From an optimization exercise on the open Yosys and OpenROAD flow, aimed at small area, a short achievable clock period and few clock cycles per item; shortcuts taken in it are not production practice. At most, simulation tests tie the RTL to the original design; equivalence was not proved. Only the layout flow was run in run 4; the RTL was not checked for function there. Power and IR drop assume default switching activity.

--- flow/config.mk ---
export PLATFORM = sky130hd
export DESIGN_NAME = memoryModule
export DESIGN_NICKNAME = memoryModule
export VERILOG_FILES = /design/flow/design.v
export SDC_FILE = /design/flow/constraint.sdc
export NUM_CORES = 4
export LEC_CHECK = 0
export CAP_MARGIN = 20
export CORE_MARGIN = 2
export CORE_UTILIZATION = 40
export SLEW_MARGIN = 20
--- flow/constraint.sdc ---
create_clock -name core_clock -period 6.0 [get_ports {clk}]
set_input_delay 1.2000 -clock core_clock [delete_from_list [all_inputs] [get_ports {clk}]]
set_output_delay 1.2000 -clock core_clock [all_outputs]
set_load 0.01 [all_outputs]
--- flow/design.v ---
`timescale 1ns / 1ps
module mux2x1 #(
	parameter size = 8)(
    input sel,
    input [size*2-1:0] inputVal,
    output reg [size-1:0] y
    );
	always @(sel, inputVal) begin
		case(sel)
			1'b0: y = inputVal[size-1:0];
			1'b1: y = inputVal[(size*2)-1:size];
		endcase
	end
endmodule
`timescale 1ns / 1ps
module DataRAM #(
    parameter width = 8,
    parameter length = 8) (
    input writeEnable, readEnable, clr, clk,
    input [length-1:0] addr, readAddr,
    input [width-1:0] writeData,
    output dataReady,
    output reg [width-1:0] readData
	);
    wire [width*(2**length)-1:0] words;
    assign dataReady = clr & ~writeEnable & readEnable;
    genvar g;
    generate
        for(g=0; g<2**length; g=g+1) begin : word
            reg [width-1:0] q;
            assign words[g*width +: width] = q;
            always @(posedge clk) begin
                if(clr == 0) q <= 0;
                else if(writeEnable == 1 && addr == g) q <= writeData;
            end
        end
    endgenerate
    always @(posedge clk) begin
        if(clr == 1 && writeEnable == 0 && readEnable == 1)
            readData <= words[readAddr*width +: width];
    end
endmodule
`timescale 1ns / 1ps
module DMCache(rst, cntrl, clk, addr, dataIn, dataOut, isHit, isClean, dataOutRAM, addrOutRAM, isDirtyWrite);
	parameter blocksize = 1;
	parameter ramWidth = 8;  
	parameter addrWidth = 8;
	parameter lineSize = 14;  
	parameter blockAddrBits = 4;
	input [1:0] cntrl;
	input clk, rst, isDirtyWrite;
	input [ramWidth-1:0] dataIn;  
	input [addrWidth-1:0] addr;
	output [ramWidth-1:0] dataOut;
	output reg isHit, isClean;
	output reg [ramWidth-1:0] dataOutRAM;
	output reg [addrWidth-1:0] addrOutRAM;
	localparam [lineSize-1:0] clearLine = {1'b1, 1'b0, {(lineSize-2){1'b1}}};
	reg [ramWidth-1:0] dataOutReg;
	wire [lineSize*(2**blockAddrBits)-1:0] lines;
	wire [lineSize-1:0] curLine = lines[addr[blockAddrBits-1:0]*lineSize +: lineSize];
	assign dataOut = (cntrl == 2'b10) ? curLine[ramWidth-1:0] : dataOutReg;
	genvar g;
	generate
		for(g=0; g<2**blockAddrBits; g=g+1) begin : line
			reg [lineSize-1:0] q;
			assign lines[g*lineSize +: lineSize] = q;
			always @(posedge clk) begin
				if(rst || cntrl == 2'b00) q <= clearLine;  
				else if(cntrl == 2'b11 && addr[blockAddrBits-1:0] == g)  
					q <= {1'b0, isDirtyWrite, addr[addrWidth-1:blockAddrBits], dataIn};
			end
		end
	endgenerate
	always @(posedge clk) begin
		dataOutReg <= dataOut;
		if(cntrl == 2'b01) begin  
			if((curLine[lineSize-3:ramWidth] == addr[addrWidth-1:blockAddrBits]) && (curLine[lineSize-1] != 1'b1) ) begin  
				isHit <= 1'b1;
			end
			else begin  
				isHit <= 1'b0;
			end
			isClean <= ~curLine[lineSize-2];
			addrOutRAM <= {curLine[lineSize-3:ramWidth], addr[blockAddrBits-1:0]};
			dataOutRAM <= curLine[ramWidth-1:0];
		end
	end
endmodule
`timescale 1ns / 1ps
module CacheController #(
	parameter ramWidth = 8,
	parameter addrSize = 8)(
    input clk, rst, isClean, isHit, indirect, dataReady,
	input [1:0] ctrl,
	input [addrSize-1:0] addr,
	input [ramWidth-1:0] dataIn,
    output reg dataInSel, RAMreadEnable, RAMwriteEnable, outputReady, addrSel,
    output reg [1:0] cacheIn,
	output reg [addrSize-1:0] cacheAddr,
	output reg [ramWidth-1:0] lockedDataIn
	);
    parameter start            = 19'b1000000000000000000,
              clrState         = 19'b0100000000000000000,
              read             = 19'b0010000000000000000,
              checkReadStatus  = 19'b0001000000000000000,
              r_writeRAM       = 19'b0000100000000000000,
              r_fetchRAM       = 19'b0000010000000000000,
              r_cacheWrite     = 19'b0000001000000000000,
              cacheRead        = 19'b0000000100000000000,
              write            = 19'b0000000010000000000,
              checkWriteStatus = 19'b0000000001000000000,
              w_writeRAM       = 19'b0000000000100000000,
              cacheWrite       = 19'b0000000000010000000,
              indCheckStatus   = 19'b0000000000001000000,
              indWriteCache    = 19'b0000000000000100000,
              indWriteRAM      = 19'b0000000000000010000,
              indReadRAM       = 19'b0000000000000001000,
              indRead          = 19'b0000000000000000100,
			  indirectAddr	   = 19'b0000000000000000010,
              indirectCheck    = 19'b0000000000000000001;
    reg [18:0] currState, nextState;
    always @(currState, isClean, isHit, indirect, ctrl, dataReady) begin
        case(currState)
            start: begin
                case(ctrl)
                    2'b00: nextState = clrState;
					2'b01: nextState = start;
                    2'b10: nextState = indirectCheck;
                    2'b11: nextState = indirectCheck;
					default: nextState = start;
                endcase
			end
            indirectCheck:
                if(indirect == 1) nextState = indCheckStatus;
                else
                    case(ctrl)
                        2'b00: nextState = clrState;
                        2'b01: nextState = start;
                        2'b10: nextState = read;
                        2'b11: nextState = write;
						default: nextState = start;
                    endcase
            indCheckStatus:
                case({isHit,isClean})
                    2'b00: nextState = indWriteRAM;
                    2'b01: nextState = indReadRAM;
                    2'b10: nextState = indRead;
                    2'b11: nextState = indRead;
					default: nextState = start;
                endcase
            indWriteRAM: nextState = indReadRAM;
            indReadRAM: nextState = indWriteCache;
            indWriteCache: nextState = indRead;
            indRead: nextState = indirectAddr;
			indirectAddr:
                case(ctrl)
                    2'b00: nextState = clrState;
                    2'b01: nextState = start;
                    2'b10: nextState = read;
                    2'b11: nextState = write;
					default: nextState = start;
                endcase
            clrState: nextState = start;
            read: nextState = checkReadStatus;
            checkReadStatus:
                case({isHit,isClean})
                    2'b00: nextState = r_writeRAM;
                    2'b01: nextState = r_fetchRAM;
                    2'b10: nextState = cacheRead;
                    2'b11: nextState = cacheRead;
					default: nextState = start;
                endcase
            r_writeRAM: nextState = r_fetchRAM;
            r_fetchRAM:
                if(dataReady == 0) nextState = r_fetchRAM;
			    else nextState = r_cacheWrite;
            r_cacheWrite: nextState = cacheRead;
            cacheRead: nextState = start;
            write: nextState = checkWriteStatus;
            checkWriteStatus:begin
                case({isHit,isClean})
                    2'b00: nextState = w_writeRAM;
                    2'b01: nextState = cacheWrite;
                    2'b10: nextState = cacheWrite;
                    2'b11: nextState = cacheWrite;
					default: nextState = start;
                endcase
			end
            w_writeRAM: nextState = cacheWrite;
            cacheWrite: nextState = start;
			default: nextState = start;
        endcase
    end
    always @(posedge clk) begin
		if(currState == start || currState == indirectAddr) 	cacheAddr <= addr;
		else	cacheAddr <= cacheAddr;
		if(currState == start) lockedDataIn <= dataIn;
		else lockedDataIn <= lockedDataIn;
        if(rst) currState <= start;
        else currState <= nextState;
    end
    always @(currState, addr, ctrl) begin
        case(currState)
            start: begin
                cacheIn = 2'b10;
                dataInSel = ctrl[0];
                RAMreadEnable = 1'b0;
                RAMwriteEnable = 1'b0;
				outputReady = 1'b0;
				addrSel = 1'b0;
            end
            clrState: begin
                cacheIn = 2'b00;
                dataInSel = ctrl[0];
                RAMreadEnable = 1'b0;
                RAMwriteEnable = 1'b0;
				outputReady = 1'b0;
				addrSel = 1'b0;
            end
            indirectCheck: begin
                cacheIn = 2'b01;
                dataInSel = ctrl[0];
                RAMreadEnable = 1'b0;
                RAMwriteEnable = 1'b0;
				outputReady = 1'b0;
				addrSel = 1'b0;
            end
            read: begin
                cacheIn = 2'b01;
                dataInSel = ctrl[0];
                RAMreadEnable = 1'b0;
                RAMwriteEnable = 1'b0;
				outputReady = 1'b0;
				addrSel = 1'b0;
            end
            checkReadStatus: begin
                cacheIn = 2'b10;
                dataInSel = ctrl[0];
                RAMreadEnable = 1'b0;
                RAMwriteEnable = 1'b0;
				outputReady = 1'b0;
				addrSel = 1'b0;
            end
            r_writeRAM: begin
                cacheIn = 2'b10;
                dataInSel = ctrl[0];
                RAMreadEnable = 1'b0;
                RAMwriteEnable = 1'b1;
				outputReady = 1'b0;
				addrSel = 1'b0;
            end
            r_fetchRAM: begin
                cacheIn = 2'b10;
                dataInSel = ctrl[0];
                RAMreadEnable = 1'b1;
                RAMwriteEnable = 1'b0;
				outputReady = 1'b0;
				addrSel = 1'b0;
            end
            r_cacheWrite: begin
                cacheIn = 2'b11;
                dataInSel = ctrl[0];
                RAMreadEnable = 1'b0;
                RAMwriteEnable = 1'b0;
                outputReady = 1'b0;
				addrSel = 1'b0;
            end
            cacheRead: begin
                cacheIn = 2'b10;
                dataInSel = ctrl[0];
                RAMreadEnable = 1'b0;
                RAMwriteEnable = 1'b0;
				outputReady = 1'b1;
				addrSel = 1'b0;
            end
            write: begin
                cacheIn = 2'b01;
                dataInSel = ctrl[0];
                RAMreadEnable = 1'b0;
                RAMwriteEnable = 1'b0;
				outputReady = 1'b0;
				addrSel = 1'b0;
            end
            checkWriteStatus: begin
                cacheIn = 2'b10;
                dataInSel = ctrl[0];
                RAMreadEnable = 1'b0;
                RAMwriteEnable = 1'b0;
				outputReady = 1'b0;
				addrSel = 1'b0;
            end
            w_writeRAM: begin
                cacheIn = 2'b10;
                dataInSel = ctrl[0];
                RAMreadEnable = 1'b0;
                RAMwriteEnable = 1'b1;
				outputReady = 1'b0;
				addrSel = 1'b0;
            end
            cacheWrite: begin
                cacheIn = 2'b11;
                dataInSel = ctrl[0];
                RAMreadEnable = 1'b0;
                RAMwriteEnable = 1'b0;
				outputReady = 1'b1;
				addrSel = 1'b0;
            end
            indCheckStatus: begin
                cacheIn = 2'b10;
                dataInSel = ctrl[0];
                RAMreadEnable = 1'b0;
                RAMwriteEnable = 1'b0;
				outputReady = 1'b0;
				addrSel = 1'b0;
            end
            indWriteRAM: begin
                cacheIn = 2'b10;
                dataInSel = ctrl[0];
                RAMreadEnable = 1'b0;
                RAMwriteEnable = 1'b1;
				outputReady = 1'b0;
				addrSel = 1'b0;
            end
            indReadRAM: begin
                cacheIn = 2'b10;
                dataInSel = ctrl[0];
                RAMreadEnable = 1'b1;
                RAMwriteEnable = 1'b0;
				outputReady = 1'b0;
				addrSel = 1'b0;
            end
            indWriteCache: begin
                cacheIn = 2'b11;
                dataInSel = 1'b0;  
                RAMreadEnable = 1'b0;
                RAMwriteEnable = 1'b0;
                outputReady = 1'b0;
				addrSel = 1'b0;
            end
            indRead: begin
                cacheIn = 2'b10;
                dataInSel = ctrl[0];
                RAMreadEnable = 1'b0;
                RAMwriteEnable = 1'b0;
				outputReady = 1'b0;
				addrSel = 1'b1;
            end
			indirectAddr: begin
				cacheIn = 2'b01;
                dataInSel = ctrl[0];
                RAMreadEnable = 1'b0;
                RAMwriteEnable = 1'b0;
				outputReady = 1'b0;
				addrSel = 1'b1;
			end
            default: begin
                cacheIn = 2'b10;
                dataInSel = ctrl[0];
                RAMreadEnable = 1'b0;
                RAMwriteEnable = 1'b0;
				outputReady = 1'b0;
				addrSel = 1'b0;
            end
        endcase
    end
endmodule
`timescale 1ns / 1ps
module memoryModule #(
	parameter ramWidth = 8,
	parameter addrSize = 8) (
	input clk, rst, isIndirect,
	input [1:0] cntrl,
	input [addrSize-1:0] addr,
	input [ramWidth-1:0] dataIn,
	output [ramWidth-1:0] dataOut,
	output dataReady
    );
	wire [ramWidth-1:0] wDataRAM;
	wire [addrSize-1:0] wAddrRAM, wCacheToRAMaddr,  wAddr;
	wire [ramWidth-1:0] wRAMOut; 
	wire [ramWidth-1:0] wCacheDataIn;
	wire [ramWidth-1:0] wLockedDataIn;
	wire wRAMDataReady;
	wire wIsHit, wIsClean;
	wire [1:0] wCacheCntrl;
	wire wWriteEnRAM, wReadEnRAM;
	wire wDataInSel;
	wire [addrSize-1:0] wCacheAddr;
	wire wAddrInSel, wRAMAddrInSel;
	DMCache #(.blocksize(1), .ramWidth(ramWidth), .addrWidth(addrSize), .lineSize(ramWidth+6), .blockAddrBits(4)) cache(  
		.rst(rst),
		.cntrl(wCacheCntrl),
		.clk(clk), 
		.addr(wCacheAddr), 
		.dataIn(wCacheDataIn), 
		.dataOut(dataOut), 
		.isHit(wIsHit), 
		.isClean(wIsClean), 
		.dataOutRAM(wDataRAM), 
		.addrOutRAM(wAddrRAM),
		.isDirtyWrite(~wAddrInSel)
	);
	DataRAM #(.width(ramWidth), .length(addrSize)) RAM(
		.writeEnable(wWriteEnRAM), 
		.readEnable(wReadEnRAM), 
		.clr(~rst), 
		.clk(clk), 
		.addr(wAddrRAM),
		.readAddr(wCacheAddr),
		.writeData(wDataRAM), 
		.dataReady(wRAMDataReady), 
		.readData(wRAMOut)
	);
	CacheController #(.ramWidth(ramWidth), .addrSize(addrSize)) controller(	
		.rst(rst),
		.dataIn(dataIn),
		.dataReady(wRAMDataReady),
		.ctrl(cntrl),
		.clk(clk),
		.isClean(wIsClean),
		.isHit(wIsHit),
		.indirect(isIndirect),
		.addr(wAddr),
		.dataInSel(wDataInSel),
		.RAMreadEnable(wReadEnRAM),
		.RAMwriteEnable(wWriteEnRAM),
		.cacheIn(wCacheCntrl),
		.outputReady(dataReady),
		.cacheAddr(wCacheAddr),
		.addrSel(wAddrInSel),
		.lockedDataIn(wLockedDataIn)
	);
	mux2x1 #(.size(ramWidth)) dataInSelector (
		.sel(wDataInSel),
		.inputVal({wLockedDataIn, wRAMOut}),
		.y(wCacheDataIn)
	);
	mux2x1 #(.size(addrSize)) addrSelector (
		.sel(wAddrInSel),
		.inputVal({dataOut[addrSize-1:0], addr}),
		.y(wAddr)
	);
endmodule
--- flow/run.sh ---
#!/bin/bash
# synth_recipe.tcl (not shown) runs the flow's synth.tcl, then flattens the netlist and writes it again
# the make line also repeats each setting of config.mk as NAME=value (left out here)
make -C /OpenROAD-flow-scripts/flow DESIGN_CONFIG=/design/flow/config.mk WORK_HOME=/design/flow/orfs CLKGATE_MAP_FILE= SYNTH_SCRIPT=/design/flow/synth_recipe.tcl finish
==> results of run 1 <==
==> stage by stage <==
step                total power, uW  instance area [um2]  hold slack (ns)  setup WS [ns]
finish                        34200               119000            0.454          0.681
global route                  35100               119000            0.468          0.488
CTS                           34300               119000            0.453          0.706
detailed placement            18800               111000            0.445           1.23
global placement              18800               111000            0.436           1.14
floorplan                     17700               107000            0.421           2.15
==> worst register-to-register path, cell delays in order, from the launching register on <==
cell	delay, ns
edfxtp_1	1.05
buf_12	0.33
buf_4	0.50
mux4_2	0.38
a22o_1	0.24
a2111oi_0	0.81
a311o_1	0.37
a32oi_1	0.33
or4_1	0.62
==> layout by cell type, fill, tap and decap left out, drive strengths merged, types with 25 or more instances in the layout <==
master,Yosys,final
nand2,339,339
mux4,472,472
clkbuf,587,362
nor2b,27,27
o31ai,259,259
a211oi,31,31
mux2,43,43
nand3,56,56
inv,24,27
nand4,26,26
mux2i,2507,2507
dfxtp,2299,2299
a21oi,59,59
nor2,2345,2345
o221ai,51,51
clkdlybuf4s50,0,28
o22ai,50,50
a221oi,25,25
edfxtp,42,42
a22oi,25,25
nor3,26,26
o21ai,88,88
clkinv,1,52
buf,275,236
==> Yosys cell counts (14+ instances only) <==
cell	instances
clkbuf_1	587
mux2i_1	2507
nor3_1	26
o221ai_1	51
o31ai_2	50
edfxtp_1	42
inv_1	23
nand2b_1	14
o22ai_1	50
buf_1	35
nand3_1	55
mux2_2	43
nor2_1	2345
a21oi_1	59
o21a_1	19
nand2_1	339
o211ai_1	19
dfxtp_1	2299
nand4_1	25
mux4_2	472
o21ai_0	88
buf_2	147
a22oi_1	25
a221oi_1	25
nor2b_1	27
o31ai_4	205
a211oi_1	19
buf_4	78
==> cells by family after synthesis <==
group,count (synthesis),share of synthesized area (%)
xor+xnor,8,0.0653
mux,3022,33.7
buf+inv,887,3.70
simple gates,2892,10.6
compound gates,712,7.83
flops,2341,44.1
==> routing by layer <==
layer	vias up	part of all wire, %
met4	6	3.8
met1	38400	43
met5	-	0.0090
met3	616	7.3
li1	34200	-
met2	2767	46
==> how the worst min path moves through the flow <==
| stage | startpoint | end | slack [ns] |
|---|---|---|---|
| detailed placement | RAM.word[226].q[7] | RAM.word[226].q[7] | 0.45 |
| CTS | RAM.word[225].q[5] | RAM.word[225].q[5] | 0.45 |
| floorplan | controller.cacheAddr[0] | cache.addrOutRAM[0] | 0.42 |
| global placement | RAM.word[225].q[1] | RAM.word[225].q[1] | 0.44 |
| global route | RAM.word[226].q[3] | RAM.word[226].q[3] | 0.47 |
| finish | RAM.word[226].q[7] | RAM.word[226].q[7] | 0.45 |
==> state kept, by name, indices dropped and copies added (netlist names) <==
| signal | count |
|---|---|
| cache.isClean | 1 |
| cache.dataOutReg | 8 |
| cache.dataOutRAM | 8 |
| controller.cacheAddr | 8 |
| RAM.word.q | 2048 |
| controller.lockedDataIn | 8 |
| RAM.readData | 8 |
| cache.line.q | 224 |
| controller.currState | 19 |
| cache.addrOutRAM | 8 |
| cache.isHit | 1 |
==> power breakdown <==
part	internal, uW	switching, uW	total (uW)
Clock	9170	6510	15700
Sequential	15600	37.1	15700
Combinational	816	2050	2870
==> cell type report <==
type / count / area (um2)
clock buffer: 362 / 7140
timing repair buffer: 264 / 2810
fill: 24500 / 148000
multi-input combinational: 6634 / 56400
clock inverter: 81 / 1160
antenna: 4 / 10.0
inverter: 25 / 101
sequential: 2341 / 47300
tap: 3552 / 4440
==> results.py, run 1 <==
metrics = {
    "clocking": {
        "cts_tree": "built",
        "cts_resized": 0,
        "clock_path_buffers": 3,
        "cts.sinks": 2341,
        "htreeDepth": 4,
        "cts_buffers": 241,
        "postCtsSetupRepairBufs": 0,
        "cts_hold_buf": 0,
        "cts_root_buffer": "clkbuf_16",
        "clk_pin_slew_ns": 0.06,
        "clk_latency_ns": 0.90,
    },
    "setup_path": {
        "max_stage_delay_ns": 0.66,
        "cp_slowest_cell": "nor3_1",
        "timing.rr.end": "RAM.readData[6]",
        "start_kind": "flip-flop",
        "critical_path_arrival_ns": 4.12,
        "reg2reg_from": "controller.cacheAddr[1]",
        "cp_max_fo": 9,
        "startpoint": "controller.currState[7]",
        "reg2regPathDepth": 8,
        "end_kind": "output port",
        "crit_cells": 7,
        "r2r_setup_slack_ns": 1.10,
        "critPathKind": "flip-flop to output port",
        "critical_path_required_ns": 4.80,
        "path_delay_family": "simple AND/OR/NAND/NOR gates",
        "crit_top_cell": "nand4_1",
        "critPathBufInv": 1,
        "cp_cell_sequence": "nor3_1, nand4_1, or4_1, nand4_1, nor2_1, mux2_2, clkdlybuf4s50_1",
        "crit_end": "dataOut[5]",
    },
    "sta": {
        "finalCritPeriodShare_pct": 88.6,
        "final-max-slew-violation-count": 0,
        "clock-skew-final_ns": 0.0643,
        "timing.fmax_ghz": 0.188,
        "rsz0062_at_grt": "false",
        "tns_ns": 0,
        "tightest_slew_ns": 1.20,
        "max_slew_margin_pct": 18.1,
        "period_needed_ns": 5.32,
        "finalSetupViolCount": 0,
        "hold_viol_final": 0,
    },
    "floorplan": {
        "initial_core_util_pct": 40.1,
        "die_h_um": 522,
        "core_mm2": 0.267,
        "rows": 190,
        "die_w_um": 522,
        "boundaryPins": 30,
        "die_area_mm2": 0.272,
    },
    "yosys": {
        "async_flop_share_pct": 0,
        "synth.largest_area_cell": "dfxtp_1",
        "synth_edf_count": 42,
        "syn_nets": 9883,
        "synthTopCellsByArea": "dfxtp_1 43%, mux2i_1 23%, mux4_2 9.9%, nor2_1 8.2%, o31ai_4 4.1%",
        "avgSynthCellArea_um2": 10.9,
        "ys_seq_elements": 2341,
        "yosysWarnings": 4,
        "synth_ff_type": "dfxtp_1",
        "syn-cell-area_mm2": 0.107,
        "synth_seq_area_share_pct": 44.1,
        "ys_types": 79,
        "netlist_instances": 9862,
        "yosysTopAreaCellShare_pct": 42.9,
    },
    "pwr": {
        "p_per_area_mw_per_mm2": 287,
        "leakage_uw": 0.0555,
        "max-vdd-ir-drop_v": 0.000286,
    },
    "placement": {
        "gp_congestion": 0.867,
        "dp.cells": 12800,
        "dp_hpwl_um": 207000,
        "io_buffer_count": 29,
    },
    "min_path": {
        "hold_path_class": "flip-flop to flip-flop",
        "worstHoldPathCells": 2,
    },
    "drt": {
        "first_pass_iters": 6,
        "via_count": 76000,
        "viasPerCell": 5.73,
        "wire_per_inst_um": 25.2,
        "drt-total-wl_um": 335000,
        "ant_nets": 0,
        "drc_errors": 0,
        "drt_iter0_markers": 7893,
    },
    "layout": {
        "nNetsFinal": 9528,
        "finalNonFillerCells": 13300,
        "drive_above_1_share_pct": 14.8,
        "area_growth_pct": 11.2,
        "postLayoutCoreUtil_pct": 44.6,
    },
    "global_routing": {
        "grt-ovfl-total": 0,
        "grt_antenna_before_repair": 15,
        "grtUsageTotal_pct": 24.0,
        "grt_pass1_wl_um": 497000,
        "grtUsageMet3_pct": 3.77,
        "met1_usage_pct": 32.9,
        "grt_max_degree": 251,
        "met2_usage_pct": 38.0,
        "grt_pass1_vias": 73600,
        "grt-busiest-layer": "met2",
    },
    "status": {
        "run_status": "finished clean",
    },
    "run": {
        "cap_violations": 0,
    },
}
Testbench counts, summed over its fixed seeds: cycles 49,551, items 6,400.
==> run 2, diff against run 1 <==
==> flow/design.v (replaced) <==
`timescale 1ns / 1ps
module memoryModule #(
	parameter ramWidth = 8,
	parameter addrSize = 8) (
	input clk, rst, isIndirect,
	input [1:0] cntrl,
	input [addrSize-1:0] addr,
	input [ramWidth-1:0] dataIn,
	output [ramWidth-1:0] dataOut,
	output dataReady
	);
	reg ph;                        
	reg [addrSize-1:0] ptr;        
	wire [addrSize-1:0] eff = ph ? ptr : addr;
	wire [ramWidth-1:0] rdata;
	assign dataReady = cntrl[1] & (ph | ~isIndirect);
	assign dataOut = rdata;
	wire we = rst | (cntrl == 2'b11 && (ph || !isIndirect));
	wire [ramWidth-1:0] wdata = rst ? {ramWidth{1'b0}} : dataIn;
	wire [ramWidth*(2**addrSize)-1:0] words;
	genvar g;
	generate
		for (g = 0; g < 2**addrSize; g = g + 1) begin : word
			reg [ramWidth-1:0] q;
			assign words[g*ramWidth +: ramWidth] = q;
			always @(posedge clk)
				if (rst || (we && eff == g)) q <= wdata;
		end
	endgenerate
	assign rdata = words[eff*ramWidth +: ramWidth];
	always @(posedge clk) begin
		if (rst) ph <= 1'b0;
		else ph <= cntrl[1] & isIndirect & ~ph;
		if (!ph) ptr <= rdata;
	end
endmodule
==> results.py, run 2 <==
metrics = {
    "yosys": {
        "syn-cell-area_mm2": 0.0803,
        "synth_seq_area_share_pct": 76.9,
        "synthTopCellsByArea": "edfxtp_1 77%, mux4_2 12%, mux2i_1 2.0%, a21o_1 2.0%, a22oi_1 1.9%",
        "yosysWarnings": 1,
        "synth_edf_count": 2056,
        "async_flop_share_pct": 0,
        "avgSynthCellArea_um2": 21.3,
        "netlist_instances": 3773,
        "ys_types": 43,
        "yosysMostFrequentCell": "edfxtp_1",
        "synth_ff_type": "edfxtp_1",
        "synth.largest_area_cell": "edfxtp_1",
        "ys_seq_elements": 2057,
        "syn_nets": 3794,
        "yosysTopAreaCellShare_pct": 76.9,
        "yosys-top-cells-count": "2056 x edfxtp_1, 432 x mux4_2, 209 x a21o_1",
    },
    "layout": {
        "largestRegisters": "word.q x2048, ptr x8, ph x1",
        "nNetsFinal": 4198,
        "final_cell_mix": "2056 x edfxtp_1, 432 x mux4_2, 319 x buf_4, 209 x a21o_1, 204 x clkbuf_16",
        "area_growth_pct": 16.9,
        "final_common_cell": "edfxtp_1",
        "largest_reg_flops": 2048,
        "design_area_mm2": 0.0939,
        "top_register": "word.q",
        "drive_above_1_share_pct": 28.5,
    },
    "min_path": {
        "min_to": "ph",
        "holdCritStartpoint": "ph",
        "hold_path_class": "flip-flop to flip-flop",
        "worstHoldPathCells": 2,
    },
    "setup_path": {
        "start_kind": "input port",
        "cp_cell_sequence": "clkdlybuf4s50_1, buf_4, or3b_1, and2_1, or2_1, buf_12, a221oi_1, a22oi_1, a41oi_1, buf_4, or4_4, dlygate4sd2_1",
        "cp_slowest_cell": "a221oi_1",
        "reg2regPathDepth": 11,
        "max_stage_delay_ns": 0.73,
        "critPathKind": "input port to output port",
        "reg2reg_from": "ph",
        "cp_max_fo": 17,
        "end_kind": "output port",
        "critical_path_required_ns": 4.80,
        "r2r_setup_slack_ns": 2.05,
        "timing.rr.end": "ptr[4]",
        "crit_top_cell": "buf_4",
        "critical_path_arrival_ns": 4.85,
    },
    "pwr": {
        "clkPwrFrac_pct": 36.9,
        "leakage_uw": 0.0332,
        "power_frac_comb_pct": 10.6,
        "p_sw_share_pct": 23.4,
        "seqPwrFrac_pct": 52.5,
        "p_per_area_mw_per_mm2": 345,
        "max-vdd-ir-drop_v": 0.000289,
        "power_switching_uw": 7590,
        "internal_power_uw": 24800,
    },
    "sta": {
        "clock-skew-final_ns": 0.0368,
        "final-max-slew-violation-count": 0,
        "tns_ns": -0.0749,
        "max_slew_margin_pct": 16.3,
        "tightest_slew_ns": 1.25,
        "timing.fmax_ghz": 0.165,
        "period_needed_ns": 6.05,
        "hold_viol_final": 0,
        "finalSetupViolCount": 2,
        "finalCritPeriodShare_pct": 101,
        "timing.final.ws_setup_ns": -0.0519,
        "whs_ns": 0.678,
    },
    "placement": {
        "dpl_cell_area_mm2": 0.0870,
        "gp_congestion": 0.863,
        "post-place-ws_ns": -1.05,
        "io_buffer_count": 29,
        "dp_hpwl_um": 128000,
    },
    "global_routing": {
        "grt-ovfl-total": 0,
        "grt_max_degree": 216,
        "grt_pass1_wl_um": 295000,
        "grt_antenna_before_repair": 3,
        "grt_pass1_vias": 40500,
        "grtUsageTotal_pct": 20.0,
    },
    "drt": {
        "ant_nets": 0,
        "viasPerCell": 5.77,
        "drt_iter0_markers": 4556,
        "drt-total-wl_um": 206000,
        "drc_errors": 0,
        "via_count": 40300,
        "first_pass_iters": 5,
        "wire_per_inst_um": 29.6,
    },
    "status": {
        "run_status": "finished with violations",
        "so_faults": "setup timing",
    },
    "floorplan": {
        "rows": 164,
        "die_w_um": 452,
        "core_mm2": 0.200,
        "die_area_mm2": 0.204,
        "initial_core_util_pct": 40.2,
        "die_h_um": 452,
        "boundaryPins": 30,
    },
    "clocking": {
        "clk_latency_ns": 0.84,
        "htreeDepth": 4,
        "cts_tree": "built",
        "cts_root_buffer": "clkbuf_16",
        "cts.sinks": 2057,
        "cts_buffers": 203,
        "clk_pin_slew_ns": 0.06,
        "clock_path_buffers": 3,
    },
    "run": {
        "cap_violations": 0,
    },
}
## run 2: cell types whose count changed in the layout (fill, tap and decap cells not counted), moves of 51 or more
cell and change:
a21o_1 +207, a21oi_1 -55, a22oi_1 +152, buf_4 +145
clkbuf_8 -57, dfxtp_1 -2299, edfxtp_1 +2014, mux2i_1 -2345
nand2_1 -245, nor2_1 -2329, o21ai_0 -80, o221ai_1 -51
o31ai_4 -232
## run 2: critical path, delay by kind of cell
kind            cells  cell delay (ns)
simple gates        4             1.01
compound gates      3             1.32
buf+inv             5             1.28
## run 2: cell type report
type                       instances  area [um2]
tap                             2656        3320
fill                           16300      106000
multi-input combinational       1467       18000
inverter                           4        15.0
sequential                      2057       61800
clock buffer                     254        5290
antenna                            3        7.51
clock inverter                   100         882
timing repair buffer             444        4630
## run 2: cell families (layout without fill, tap and decap cells)
family          count (synthesis)  count (layout)  share of synthesized area [%]
simple gates                  262             262                           1.65
mux                           600             600                           14.2
buf+inv                       249             802                           1.41
flops                        2057            2057                           76.9
compound gates                605             605                           5.77
other cells                     0               3                              0
## run 2: through the flow
stage,util (%),instances,total power (uW)
6_report,47.0,6985,32400
3_5_place_dp,43.6,6606,20700
4_1_cts,46.9,6972,32600
2_1_floorplan,-,3773,19200
5_1_grt,47.0,6984,33400
3_3_place_gp,43.5,6604,20600
## run 2: per-layer routing
layer	share of wire, %	wire length, um	track usage, %	up-vias
li1	-	-	-	16900
met1	42	86300	28.1	21500
met2	48	100000	32.0	1552
met3	6.6	13700	3.33	282
met4	3.1	6410	6.54	0
met5	0	0	0	-
## run 2: power by group through the flow
stage / Sequential [uW] / Clock, uW / Combinational (uW)
4_1_cts: 17000 / 12200 / 3440
3_5_place_dp: 17300 / 0 / 3350
5_1_grt: 17100 / 12700 / 3600
3_3_place_gp: 17300 / 0 / 3310
2_1_floorplan: 17300 / 0 / 1910
6_report: 17000 / 12000 / 3430
## run 2: timing repair
| item | CTS | global route |
|---|---|---|
| pin swaps | 15 | 3 |
| resized for setup | 84 | 10 |
| endpoints found under the setup margin | 8 | 3 |
| hold buffers | 0 | 0 |
| buffers inserted | 9 | 9 |
| cloned | 3 | 0 |
## run 2: worst max-delay path by stage
stage / from / end / cells past startpoint
after floorplan: rst / word[0].q[0] / 2
after global placement: addr[0] / dataOut[4] / 13
after detailed placement: addr[0] / dataOut[4] / 13
after CTS: addr[0] / dataOut[0] / 12
after global routing: addr[2] / dataOut[4] / 13
final: addr[5] / dataOut[3] / 12
Testbench counts of run 2, summed over its fixed seeds: cycles 7,680, items 6,400.
==> run 3, diff against run 2 <==
--- a/flow/config.mk
+++ b/flow/config.mk
@@ -5,7 +5,9 @@
 export SDC_FILE = /design/flow/constraint.sdc
 export NUM_CORES = 4
 export LEC_CHECK = 0
+export ABC_CLOCK_PERIOD_IN_PS = 4000
 export CAP_MARGIN = 20
 export CORE_MARGIN = 2
-export CORE_UTILIZATION = 40
+export CORE_UTILIZATION = 60
+export SETUP_SLACK_MARGIN = 1.5
 export SLEW_MARGIN = 20
==> results.py, run 3 <==
metrics = {
    "status": {
        "run_status": "finished clean",
    },
    "drt": {
        "drt_iter0_markers": 5166,
        "viasPerCell": 6.77,
        "wire_per_inst_um": 34.2,
        "first_pass_iters": 5,
        "drc_errors": 0,
        "via_count": 41400,
        "drt-total-wl_um": 209000,
        "ant_nets": 0,
    },
    "layout": {
        "ff_latch_area_mm2": 0.0618,
        "area_growth_pct": 17.3,
        "top_register": "word.q",
        "final.fill_count": 8012,
        "drive_above_1_share_pct": 31.6,
        "largestRegisters": "word.q x2048, ptr x8, ph x1",
        "nNetsFinal": 4208,
        "diodes": 0,
        "final_cell_mix": "2056 x edfxtp_1, 432 x mux4_2, 299 x buf_4, 209 x a21o_1, 205 x clkbuf_16",
        "largest_reg_flops": 2048,
        "final_common_cell": "edfxtp_1",
        "multi_input_area_mm2": 0.0188,
    },
    "yosys": {
        "yosysMostFrequentCell": "edfxtp_1",
        "synth_ff_type": "edfxtp_1",
        "synth_seq_area_share_pct": 76.9,
        "synth_edf_count": 2056,
        "synth.largest_area_cell": "edfxtp_1",
        "synthTopCellsByArea": "edfxtp_1 77%, mux4_2 12%, mux2i_1 2.0%, a21o_1 2.0%, a22oi_1 1.9%",
        "ys_types": 43,
        "syn_nets": 3794,
        "yosys-top-cells-count": "2056 x edfxtp_1, 432 x mux4_2, 209 x a21o_1",
        "async_flop_share_pct": 0,
        "yosysTopAreaCellShare_pct": 76.9,
        "ys_seq_elements": 2057,
        "avgSynthCellArea_um2": 21.3,
        "netlist_instances": 3773,
        "yosysWarnings": 1,
        "syn-cell-area_mm2": 0.0803,
    },
    "sta": {
        "hold_viol_final": 0,
        "finalSetupViolCount": 0,
        "rsz0062_at_grt": "true",
        "clock-skew-final_ns": 0.0219,
        "final-max-slew-violation-count": 0,
        "tightest_slew_ns": 1.34,
        "whs_ns": 0.596,
        "period_needed_ns": 5.56,
        "finalCritPeriodShare_pct": 92.6,
        "timing.fmax_ghz": 0.180,
        "tns_ns": 0,
        "max_slew_margin_pct": 10.4,
    },
    "floorplan": {
        "die_w_um": 370,
        "boundaryPins": 30,
        "core_mm2": 0.133,
        "die_h_um": 370,
        "rows": 134,
        "initial_core_util_pct": 60.3,
        "die_area_mm2": 0.137,
    },
    "setup_path": {
        "crit_cells": 14,
        "cp_slowest_cell": "a221oi_1",
        "cp_max_fo": 9,
        "crit_end": "dataOut[6]",
        "r2r_setup_slack_ns": 2.16,
        "cp_cell_sequence": "clkdlybuf4s50_1, buf_4, or3_1, buf_4, nand2_1, nand2_1, buf_12, buf_4, a221oi_1, buf_4, a22oi_1, a41oi_1, or4_4, buf_6",
        "startpoint": "addr[4]",
        "reg2regPathDepth": 8,
        "start_kind": "input port",
        "critical_path_required_ns": 4.80,
        "critPathBufInv": 7,
        "path_delay_family": "buffers and inverters",
        "crit_top_cell": "buf_4",
        "end_kind": "output port",
        "timing.rr.end": "word[72].q[2]",
        "reg2reg_from": "ptr[0]",
        "max_stage_delay_ns": 0.49,
        "critPathKind": "input port to output port",
        "critical_path_arrival_ns": 4.36,
    },
    "global_routing": {
        "grt_pass1_wl_um": 299000,
        "grtUsageTotal_pct": 31.0,
        "grt_pass1_vias": 41500,
        "grt-ovfl-total": 0,
        "grt_antenna_before_repair": 3,
        "grt_max_degree": 206,
    },
    "placement": {
        "io_buffer_count": 29,
        "dp_hpwl_um": 127000,
        "gp_congestion": 0.912,
    },
    "pwr": {
        "total_power_uw": 32900,
        "leakage_uw": 0.0336,
        "max-vdd-ir-drop_v": 0.000283,
        "p_per_area_mw_per_mm2": 349,
    },
    "clocking": {
        "cts_buffers": 198,
        "clock_path_buffers": 3,
        "clk_pin_slew_ns": 0.06,
        "cts_tree": "built",
        "cts_root_buffer": "clkbuf_16",
        "cts_hold_buf": 0,
        "clk_latency_ns": 0.81,
        "htreeDepth": 4,
        "cts.sinks": 2057,
    },
    "min_path": {
        "worstHoldPathCells": 2,
        "hold_path_class": "flip-flop to flip-flop",
    },
    "run": {
        "cap_violations": 0,
    },
}
[run 3: kinds of logic (layout without fill, tap and decap cells)]
| group | Yosys count | after routing | share of synthesized area, % |
|---|---|---|---|
| buffers and inverters | 249 | 814 | 1.41 |
| flip-flops | 2057 | 2057 | 76.9 |
| AND/OR/NAND/NOR | 262 | 262 | 1.65 |
| AO/OA/AOI/OAI | 605 | 605 | 5.77 |
| multiplexers | 600 | 602 | 14.2 |
[run 3: worst min-delay path by stage]
stage / start / to
final: ph / ph
after detailed placement: ph / ph
after global routing: ph / ph
after CTS: ph / ph
after global placement: ph / ph
after floorplan: word[78].q[0] / ptr[0]
[run 3: metrics by stage]
step	utilization (%)	worst slack, ns	std cells	instance area [um2]
floorplan	-	-0.164	3773	80300
global placement	64.1	-0.845	5678	85400
detailed placement	64.1	-0.841	5678	85400
CTS	70.5	0.484	6098	93800
global route	70.7	0.383	6108	94100
finish	70.7	0.445	6108	94100
[run 3: power by group]
group / total [uW] / internal [uW] / leakage (uW) / switching, uW
clock network: 12100 / 7000 / 0.00307 / 5150
logic: 3670 / 1570 / 0.00942 / 2100
registers: 17100 / 16800 / 0.0211 / 255
total: 32900 / 25400 / 0.0336 / 7500
[run 3: timing repair]
| action | in CTS | in global routing |
|---|---|---|
| cloned | 13 | 1 |
| resized for setup | 302 | 40 |
| endpoints found under the setup margin | 9 | 8 |
| setup buffers | 54 | 6 |
| pin swaps | 62 | 19 |
[run 3: metal layers]
layer / wire length [um] / up-vias / GRT usage, %
li1: - / 17000 / -
met1: 83700 / 22000 / 45.8
met2: 101000 / 2052 / 48.2
met3: 18500 / 333 / 5.58
met4: 5910 / 4 / 9.37
met5: 26 / - / 0
[run 3: area by class of cell]
cell class                      instances  share of cell area [%]
Sequential cell                      2057                    65.6
Multi-Input combinational cell       1469                    20.0
Clock buffer                          243                    5.56
Timing Repair Buffer                  457                    5.38
Tap cell                             1768                    2.35
Clock inverter                        110                    1.09
Inverter                                4                  0.0159
[run 3: tightest hold or removal path: stages (launching register included)]
cell and delay, ns:
dfxtp_4 0.39, nand2b_1 0.13, nor3b_1 0.05
==> run 4, diff against run 3 <==
--- a/flow/design.v
+++ b/flow/design.v
@@ -24,10 +24,24 @@
 			reg [ramWidth-1:0] q;
 			assign words[g*ramWidth +: ramWidth] = q;
 			always @(posedge clk)
-				if (rst || (we && eff == g)) q <= wdata;
+				if (rst || (we && row[g])) q <= wdata;
 		end
 	endgenerate
-	assign rdata = words[eff*ramWidth +: ramWidth];
+	wire [2**addrSize-1:0] row;
+	wire [ramWidth*(2**addrSize)-1:0] masked;
+	generate
+		for (g = 0; g < 2**addrSize; g = g + 1) begin : sel
+			assign row[g] = (eff == g);
+			assign masked[g*ramWidth +: ramWidth] = words[g*ramWidth +: ramWidth] & {ramWidth{row[g]}};
+		end
+	endgenerate
+	integer k;
+	reg [ramWidth-1:0] acc;
+	always @* begin
+		acc = {ramWidth{1'b0}};
+		for (k = 0; k < 2**addrSize; k = k + 1) acc = acc | masked[k*ramWidth +: ramWidth];
+	end
+	assign rdata = acc;
 	always @(posedge clk) begin
 		if (rst) ph <= 1'b0;
 		else ph <= cntrl[1] & isIndirect & ~ph;
==> results.py, run 4 <==
metrics = {
    "status": {
        "run_status": "finished with violations",
        "so_faults": "setup timing",
    },
    "pwr": {
        "leakage_uw": 0.0381,
        "max-vdd-ir-drop_v": 0.000402,
        "p_per_area_mw_per_mm2": 324,
    },
    "placement": {
        "dp_hpwl_um": 257000,
        "io_buffer_count": 29,
        "gp_congestion": 1.08,
        "post-place-ws_ns": -1.81,
        "dp.cells": 7198,
        "dpl_cell_area_mm2": 0.0912,
    },
    "setup_path": {
        "critical_path_arrival_ns": 4.94,
        "startpoint": "ph",
        "end_kind": "output port",
        "reg2regPathDepth": 14,
        "critPathKind": "flip-flop to output port",
        "start_kind": "flip-flop",
        "cp_max_fo": 10,
        "critical_path_required_ns": 4.80,
        "reg2reg_from": "ph",
    },
    "min_path": {
        "worstHoldPathCells": 2,
        "hold_path_class": "input port to flip-flop",
        "holdCritStartpoint": "rst",
    },
    "layout": {
        "final.fill_count": 7606,
        "drive_above_1_share_pct": 33.2,
        "final_common_cell": "edfxtp_1",
        "largestRegisters": "word.q x2048, ptr x8, ph x1",
        "top_register": "word.q",
        "design_area_mm2": 0.101,
        "largest_reg_flops": 2048,
        "nNetsFinal": 5787,
        "final_cell_mix": "2056 x edfxtp_1, 983 x buf_4, 369 x a22oi_1, 287 x a32oi_1, 240 x nand3_1",
        "area_growth_pct": 26.6,
        "finalNonFillerCells": 7722,
    },
    "yosys": {
        "synth_seq_area_share_pct": 77.7,
        "avgSynthCellArea_um2": 17.0,
        "yosysTopAreaCellShare_pct": 77.6,
        "yosysMostFrequentCell": "edfxtp_1",
        "netlist_instances": 4665,
        "syn_nets": 4686,
        "synth_ff_type": "edfxtp_1",
        "async_flop_share_pct": 0,
        "yosysWarnings": 1,
        "ys_types": 61,
        "synth_edf_count": 2056,
        "syn-cell-area_mm2": 0.0795,
        "ys_seq_elements": 2057,
        "yosys-top-cells-count": "2056 x edfxtp_1, 433 x a22oi_1, 304 x a32oi_1",
        "synth.largest_area_cell": "edfxtp_1",
        "synthTopCellsByArea": "edfxtp_1 78%, a22oi_1 4.1%, a32oi_1 3.3%, a21o_1 1.6%, nand3_1 1.6%",
    },
    "clocking": {
        "cts_buffers": 202,
        "cts.sinks": 2057,
        "clock_path_buffers": 3,
        "clk_pin_slew_ns": 0.06,
        "cts_tree": "built",
        "htreeDepth": 4,
        "cts_root_buffer": "clkbuf_16",
        "clk_latency_ns": 0.90,
        "cts_hold_buf": 0,
    },
    "sta": {
        "finalCritPeriodShare_pct": 102,
        "timing.fmax_ghz": 0.163,
        "max_slew_margin_pct": 16.5,
        "hold_viol_final": 0,
        "tightest_slew_ns": 1.25,
        "clock-skew-final_ns": 0.0542,
        "finalSetupViolCount": 4,
        "timing.final.ws_setup_ns": -0.136,
        "final-max-slew-violation-count": 0,
        "whs_ns": 0.928,
        "period_needed_ns": 6.14,
        "rsz0062_at_grt": "true",
    },
    "drt": {
        "first_pass_iters": 10,
        "drt-total-wl_um": 368000,
        "via_count": 61100,
        "viasPerCell": 7.91,
        "drc_errors": 0,
        "wire_per_inst_um": 47.7,
        "ant_nets": 0,
        "drt_iter0_markers": 14300,
    },
    "global_routing": {
        "grt_pass1_vias": 55200,
        "grt_max_degree": 178,
        "grt-ovfl-total": 0,
        "grtUsageTotal_pct": 53.9,
        "grt_pass1_wl_um": 482000,
        "grt_antenna_before_repair": 23,
    },
    "floorplan": {
        "die_h_um": 368,
        "core_mm2": 0.131,
        "initial_core_util_pct": 60.5,
        "die_w_um": 368,
        "die_area_mm2": 0.135,
        "rows": 133,
        "boundaryPins": 30,
    },
    "run": {
        "cap_violations": 0,
    },
}
==> run 4: power by group <==
part / leakage [uW] / internal [uW] / switching, uW / total [uW]
Sequential: 0.0210 / 16800 / 325 / 17100
Clock: 0.00314 / 7020 / 5670 / 12700
Combinational: 0.0139 / 802 / 1970 / 2780
Total: 0.0381 / 24600 / 7960 / 32600
==> run 4: path summary, 6_finish.rpt <==
check	slack [ns]	end
setup reg to reg	1.78	ptr[3]
setup / recovery	-0.14	dataOut[3]
hold reg to reg	0.95	ptr[1]
hold / removal	0.93	ph
==> run 4: worst max-delay path, stage by stage (launching register included) <==
cell and delay [ns]:
dfxtp_4 0.45, buf_8 0.17, or3b_4 0.23, buf_16 0.14, buf_4 0.13, a22oi_2 0.09
buf_12 0.16, and2_4 0.21, buf_4 0.15, a22oi_1 0.40, nand4_1 0.45, nor4_4 0.74
buf_6 0.24, nand4_1 0.17, buf_4 0.21, buf_6 0.11
==> run 4: metal layers <==
| metal | part of all wire, % | wire length (um) | global-route usage [%] | vias to the layer above |
|---|---|---|---|---|
| li1 | - | - | - | 22100 |
| met1 | 32 | 119000 | 69.6 | 30000 |
| met2 | 39 | 143000 | 69.9 | 7330 |
| met3 | 20 | 73300 | 29.4 | 1585 |
| met4 | 8.6 | 31700 | 34.1 | 24 |
| met5 | 0.21 | 767 | 3.35 | - |
==> run 4: cell families (layout without fill, tap and decap cells) <==
logic type      count (synthesis)  in the layout  synth area share, %
compound gates               1236           1236                 12.7
buf+inv                       354           1629                 1.93
other cells                     0             26                    0
simple gates                 1018           1019                 7.68
flops                        2057           2057                 77.7
==> run 4: through the flow <==
stage / setup TNS (ns) / total power, uW / utilization [%]
CTS: 0 / 32200 / 76.1
finish: -0.278 / 32600 / 76.6
global placement: -11.00 / 19700 / 69.4
global route: -0.0228 / 32900 / 76.5
detailed placement: -9.41 / 19700 / 69.4
floorplan: 0 / 18100 / -
==> run 4: cell type report <==
| class | count | area [um2] | area share (%) |
|---|---|---|---|
| Sequential cell | 2057 | 61800 | 61.3 |
| Multi-Input combinational cell | 2255 | 18200 | 18.1 |
| Timing Repair Buffer | 1248 | 12000 | 11.9 |
| Clock buffer | 245 | 5240 | 5.20 |
| Tap cell | 1755 | 2200 | 2.18 |
| Clock inverter | 134 | 1270 | 1.26 |
| Antenna cell | 26 | 65.1 | 0.0646 |
| Inverter | 2 | 7.51 | 0.00746 |
==> run 4: what timing repair did <==
item                                    CTS  global route
buffers inserted                         93            22
endpoints found under the setup margin   16             8
gates resized for setup                 402            86
pin swaps                                97            40
cloned                                    3             1

==> re-timing with driven ports <==
In the flow no input, the clock included, has a driving cell. The finished layouts below were timed again as built, in two steps. Step 1: set_driving_cell puts a clkbuf_16 on clk and a buf_2 on each other input, an assumption about the parent block. Step 2 times the ports against the registers' clock, not the clock port: input delays grow and output delays shrink by t, the midpoint of the rising clock arrivals with the driver on. a / b / c = no drivers / after step 1 / after step 2; a / b = the first two.
run | shift t [ns] | setup WS [ns] | hold WS [ns] | pins driven straight from the clock port
run 1 | 0.971 | 0.681 / 0.581 / 1.099 | 0.454 / 0.454 / 0.454 | 1
run 2 | 0.911 | -0.052 / -0.092 / -0.092 | 0.678 / 0.678 / 0.678 | 1
run 3 | 0.885 | 0.445 / 0.384 / 0.417 | 0.596 / 0.596 / 0.596 | 1
run 4 | 0.950 | -0.136 / -0.222 / -0.154 | 0.928 / 0.887 / 0.948 | 1
For run 2, which loses most, drivers alone change the setup slack by -0.040 ns; drivers and shift together by -0.040 ns.
